Context: an optimization exercise on an open-source flow, tuned for small area. The choices shown serve that exercise and are no tape-out recipe. In this exercise RTL edits were held to simulation tests only and were not proved equivalent to the original. Power figures rest on the tool's default switching activity, not on a simulated workload.

==> flow/design.v <==
`timescale 1ns / 1ps
module UART(
    input               clk,
    input               rst,
    input               EIGHT,
    input               PEN,
    input               OHEL,
    input               RX,
    input               Write,
    input   [1:0]       Read,
    input   [3:0]       Baud,
    input   [15:0]      OUT_PORT,
    output              TX,
    output              UART_INT,
    output  reg [7:0]   UART_DS
    );
    reg [18:0] k;
    always @(*)
        case(Baud)
            4'd0:  k = 19'd333333;
            4'd1:  k = 19'd83333;
            4'd2:  k = 19'd41667;
            4'd3:  k = 19'd20833;
            4'd4:  k = 19'd10417;
            4'd5:  k = 19'd5208;
            4'd6:  k = 19'd2604;
            4'd7:  k = 19'd1736;
            4'd8:  k = 19'd868;
            4'd9:  k = 19'd434;
            4'd10: k = 19'd217;
            4'd11: k = 19'd109;
            default: k = 19'd0;
        endcase
    reg         TXRDY, tdoit, tld;
    reg  [18:0] tq;              
    reg  [3:0]  tc;              
    reg  [10:0] ts;              
    wire        tbtu  = &(tq | ~k);
    wire        tdone = (tc == 4'd11);
    reg bit_10, bit_9;
    always @(*)
        case({EIGHT,PEN,OHEL})
            3'b000, 3'b001: {bit_10,bit_9} = 2'b11;
            3'b010 : {bit_10,bit_9} = {1'b1,^OUT_PORT[6:0]};
            3'b011 : {bit_10,bit_9} = {1'b1,~^OUT_PORT[6:0]};
            3'b100, 3'b101: {bit_10,bit_9} = {1'b1,OUT_PORT[7]};
            3'b110 : {bit_10,bit_9} = {^OUT_PORT[7:0],OUT_PORT[7]};
            default: {bit_10,bit_9} = {~^OUT_PORT[7:0],OUT_PORT[7]};
        endcase
    always @(posedge clk, posedge rst)
        if(rst) begin
            TXRDY <= 1'b1;
            tdoit <= 1'b0;
            tld   <= 1'b0;
        end else begin
            TXRDY <= tdone | (TXRDY & ~Write);
            tdoit <= Write | (tdoit & ~tdone);
            tld   <= Write;
        end
    always @(posedge clk) begin
        tq <= (tdoit & ~tbtu) ? tq + 19'd1 : 19'd0;
        tc <= ~tdoit ? 4'd0 : tbtu ? tc + 4'd1 : tc;
    end
    always @(posedge clk, posedge rst)
        if(rst)                 ts[0] <= 1'b1;
        else if(tld)            ts[0] <= 1'b1;
        else if(tbtu)           ts[0] <= ts[1];
    always @(posedge clk)
        if(rst)                 ts[10:1] <= 10'h3ff;
        else begin
            if(Write)           ts[10:2] <= {bit_10, bit_9, OUT_PORT[6:0]};
            else if(tld)        ts[10:2] <= ts[10:2];
            else if(tbtu)       ts[10:2] <= {1'b1, ts[10:3]};
            if(tld)             ts[1] <= 1'b0;
            else if(tbtu)       ts[1] <= ts[2];
        end
    assign TX = ts[0];
    reg         ract;
    reg  [18:0] rq;
    reg  [3:0]  rc;
    reg  [9:0]  rsr;
    reg         RXRDY, PERR, FERR, OVF;
    wire        rstart = ract & (rc == 4'd0);
    wire        rbtu  = &(rq | ~{k[18:1], k[0] & ~rstart});
    reg  [3:0]  fx;
    always @(*)
        case({EIGHT,PEN})
            2'b00:   fx = 4'd9;
            2'b11:   fx = 4'd11;
            default: fx = 4'd10;
        endcase
    wire        rdone = (rc == fx);
    always @(posedge clk, posedge rst)
        if(rst) ract <= 1'b0;
        else    ract <= (ract & ~rstart) ? ~rdone : ~RX;
    always @(posedge clk) begin
        rq <= (ract & ~rbtu & ~(rstart & RX)) ? rq + {rstart, ~rstart} : 19'd0;
        rc <= ~ract ? 4'd0 : rbtu ? rc + 4'd1 : rc;
    end
    wire both    = EIGHT & PEN;
    wire neither = ~EIGHT & ~PEN;
    always @(posedge clk, posedge rst)
        if(rst)                  rsr <= 10'd0;
        else if(rbtu & ~rstart)  rsr <= {RX, both ? rsr[9] : RX, neither ? RX : rsr[8], rsr[7:1]};
    wire [9:0] qo = {~both | rsr[9], neither | rsr[8], rsr[7:0]};
    wire pgen   = EIGHT ? qo[7] : 1'b0;
    wire prcv   = EIGHT ? qo[8] : qo[7];
    wire stopb  = ({EIGHT,PEN} == 2'b00) ? qo[7] :
                  ({EIGHT,PEN} == 2'b11) ? qo[9] : qo[8];
    wire perr_s = PEN & (^{qo[6:0], pgen, OHEL, prcv});
    always @(posedge clk, posedge rst)
        if(rst) begin
            RXRDY <= 1'b0;
            PERR  <= 1'b0;
            FERR  <= 1'b0;
            OVF   <= 1'b0;
        end else begin
            RXRDY <= rdone | (RXRDY & ~Read[0]);
            PERR  <= (rdone & perr_s) | (PERR & ~Read[0]);
            FERR  <= (rdone & stopb)  | (FERR & ~Read[0]);
            OVF   <= (rdone & RXRDY)  | (OVF  & ~Read[0]);
        end
    reg ev1, intr;
    always @(posedge clk, posedge rst)
        if(rst) begin
            ev1  <= 1'b1;
            intr <= 1'b0;
        end else begin
            ev1  <= (tdone & ~TXRDY) | (rdone & ~RXRDY);
            intr <= ev1;
        end
    assign UART_INT = intr;
    always @(*)
        if(Read[1])         UART_DS = {3'b000, OVF, FERR, PERR, TXRDY, RXRDY};
        else if(Read[0])    UART_DS = qo[7:0];
        else                UART_DS = 8'd0;
endmodule
export LEC_CHECK = 0
export CAP_MARGIN = 20
export CORE_MARGIN = 2
export CORE_UTILIZATION = 70
export SLEW_MARGIN = 20
create_clock -name core_clock -period 10.0 [get_ports {clk}]
standard.sh (not shown) runs the stock make flow with config.mk's settings and CLKGATE_MAP_FILE= SYNTH_SCRIPT=/design/flow/synth_recipe.tcl, a recipe that flattens the netlist after the stock synthesis.
==> flow/flow/run.sh <==
#!/bin/bash
# Own flow: the standard layout (standard.sh) with three changes:
#  - synthesis maps the logic for area (flow/abc_override.tcl, flow/abc_area.script);
#  - the port buffers are buf_1 cells, the smallest buffer;
#  - clock tree synthesis uses small clock buffers and no dummy loads.
# Each tool's output goes to its log under orfs/logs/; make's output to flow_make.log.
set -euo pipefail
here=$(pwd)
export OWN_ABC_SCRIPT="$here/flow/abc_area.script"
{ head -n 1 synth_recipe.tcl; cat flow/abc_override.tcl; tail -n +2 synth_recipe.tcl; } > own_synth.tcl
sed "s#/synth_recipe\.tcl#/own_synth.tcl#g" standard.sh > own_standard.sh
grep -q own_synth.tcl own_standard.sh
bash own_standard.sh \
  "BUFFER_PORTS_ARGS=-buffer_cell sky130_fd_sc_hd__buf_1" \
  "CTS_ARGS=-sink_clustering_enable -repair_clock_nets -dont_use_dummy_load -buf_list {sky130_fd_sc_hd__clkbuf_4}" \
  finish > flow_make.log 2>&1
==> flow/flow/abc_area.script <==
strash
&get -n
&fraig -x
&put
scorr
dc2
dretime
strash
dch -f
amap
strash
dch -f
amap
==> flow/flow/abc_override.tcl <==
# Technology mapping for area. The standard synthesis hands ABC its speed
# script with buffering and upsizing, and maps adders to half/full-adder
# cells before ABC sees them. Here ABC maps the whole logic, adders included,
# with an area script; everything else in the synthesis is as is, so the
# registers, their names and cell types are the standard synthesis's.
proc extract_fa {args} { puts "own flow: adders left to ABC" }
proc abc {args} {
  set out {}
  for {set i 0} {$i < [llength $args]} {incr i} {
    set a [lindex $args $i]
    if {$a eq "-script"} { incr i; lappend out -script $::env(OWN_ABC_SCRIPT); continue }
    if {$a eq "-D"} { incr i; continue }
    lappend out $a
  }
  # Cells with a stronger one of the same area: leave them out, so that ABC
  # takes the stronger (this changes no area but spares repair buffers).
  foreach c {inv_1 clkinv_1 o21ai_0 and2_0 or2_0 or2_1 a21boi_0 a31o_1 mux2_1
             mux4_1 a21bo_1 and4bb_1 o211a_1 o21ba_1 o221a_1 o311ai_0 or3b_1
             or4b_1} {
    lappend out -dont_use sky130_fd_sc_hd__$c
  }
  yosys abc {*}$out
}
Change:
--- a/flow/design.v
+++ b/flow/design.v
@@ -98,17 +98,21 @@
         rc <= ~ract ? 4'd0 : rbtu ? rc + 4'd1 : rc;
     end
     wire both    = EIGHT & PEN;
     wire neither = ~EIGHT & ~PEN;
+    reg rpar;
     always @(posedge clk, posedge rst)
-        if(rst)                  rsr <= 10'd0;
-        else if(rbtu & ~rstart)  rsr <= {RX, both ? rsr[9] : RX, neither ? RX : rsr[8], rsr[7:1]};
+        if(rst) begin
+            rsr  <= 10'd0;
+            rpar <= 1'b0;
+        end else if(rbtu & ~rstart) begin
+            rsr  <= {RX, both ? rsr[9] : RX, neither ? RX : rsr[8], rsr[7:1]};
+            rpar <= rpar ^ rsr[0] ^ (both ? rsr[9] : rsr[8]);
+        end
     wire [9:0] qo = {~both | rsr[9], neither | rsr[8], rsr[7:0]};
-    wire pgen   = EIGHT ? qo[7] : 1'b0;
-    wire prcv   = EIGHT ? qo[8] : qo[7];
     wire stopb  = ({EIGHT,PEN} == 2'b00) ? qo[7] :
                   ({EIGHT,PEN} == 2'b11) ? qo[9] : qo[8];
-    wire perr_s = PEN & (^{qo[6:0], pgen, OHEL, prcv});
+    wire perr_s = PEN & (rpar ^ OHEL);
     always @(posedge clk, posedge rst)
         if(rst) begin
             RXRDY <= 1'b0;
             PERR  <= 1'b0;
Effect: Global-route usage rises by 0.64 points. Core utilization falls by 0.24 points. Final cell count falls by a few percent. Sequential power barely changes. Final area falls slightly. Register-to-register slack improves by 0.04 ns. Power falls by a few percent. Non-clock buffer count does not change. Worst hold slack improves by 0.018 ns.

---

Setup of oak:
// UART: RTL as listed in full above, without the edits since
Settings: LEC_CHECK=0, CAP_MARGIN=20, CORE_MARGIN=2, CORE_UTILIZATION=70, SLEW_MARGIN=20; clock period 10.0 ns.
==> flow/flow/abc_override.tcl <==
# Technology mapping for area. The standard synthesis hands ABC its speed
# script with buffering and upsizing, and maps adders to half/full-adder
# cells before ABC sees them. Here ABC maps the whole logic, adders included,
# with an area script; everything else in the synthesis is as is, so the
# registers, their names and cell types are the standard synthesis's.
proc extract_fa {args} { puts "own flow: adders left to ABC" }
proc abc {args} {
  set out {}
  for {set i 0} {$i < [llength $args]} {incr i} {
    set a [lindex $args $i]
    if {$a eq "-script"} { incr i; lappend out -script $::env(OWN_ABC_SCRIPT); continue }
    if {$a eq "-D"} { incr i; continue }
    lappend out $a
  }
  yosys abc {*}$out
}
Scripts as last shown in full above: flow/flow/run.sh, flow/flow/abc_area.script
## Diff of input files: pine against oak
diff --git a/flow/design.v b/flow/design.v
--- a/flow/design.v
+++ b/flow/design.v
@@ -60,21 +60,18 @@
     always @(posedge clk) begin
         tq <= (tdoit & ~tbtu) ? tq + 19'd1 : 19'd0;
         tc <= ~tdoit ? 4'd0 : tbtu ? tc + 4'd1 : tc;
     end
     always @(posedge clk, posedge rst)
-        if(rst)                 ts[0] <= 1'b1;
-        else if(tld)            ts[0] <= 1'b1;
-        else if(tbtu)           ts[0] <= ts[1];
-    always @(posedge clk)
-        if(rst)                 ts[10:1] <= 10'h3ff;
+        if(rst)
+            ts <= 11'h7ff;
         else begin
             if(Write)           ts[10:2] <= {bit_10, bit_9, OUT_PORT[6:0]};
             else if(tld)        ts[10:2] <= ts[10:2];
             else if(tbtu)       ts[10:2] <= {1'b1, ts[10:3]};
-            if(tld)             ts[1] <= 1'b0;
-            else if(tbtu)       ts[1] <= ts[2];
+            if(tld)             ts[1:0] <= 2'b01;
+            else if(tbtu)       ts[1:0] <= ts[2:1];
         end
     assign TX = ts[0];
     reg         ract;
     reg  [18:0] rq;
     reg  [3:0]  rc;
Notes after the runs:
The run showing the greater buffer and inverter count on the worst path is oak.
Comparing oak and pine, the lower power density normalized to cell area was measured on pine.
Going from oak to pine, sequential power shrinks by about 2%.
pine vs oak — standby leakage power climbed by a few percent
The lower total number of nets in the final design came out of pine.

separate check: timing with driven ports:
How much do the figures lean on ideal ports? The routed layouts below were timed once more, with nothing changed but the port constraints.
Step 1 assumes that a clkbuf_16 drives the clock port and a buf_2 every other input.
Step 2, shift: input delay + t, output delay - t, t = (earliest + latest rising clock arrival at the registers) / 2. This alone moves slack from input paths to output paths.
Slacks: ideal / step 1 / step 2; pairs: ideal / step 1.
| run | t, ns | slack for setup (ns) | cell pins on the clock port's net |
|---|---|---|---|
| the first run of note 1 | 0.436 | 5.233 / 5.205 / 5.007 | 1 |
| the second run of note 1 | 0.425 | 5.114 / 5.118 / 4.692 | 1 |
| oak | 0.421 | 4.912 / 4.916 / 4.494 | 1 |
| pine | 0.423 | 5.182 / 5.159 / 4.762 | 1 |
After both steps setup and hold are still met in every run listed. The setup slack of the second run of note 1, which loses most, moves by +0.004 ns with the drivers and by -0.422 ns with both steps.
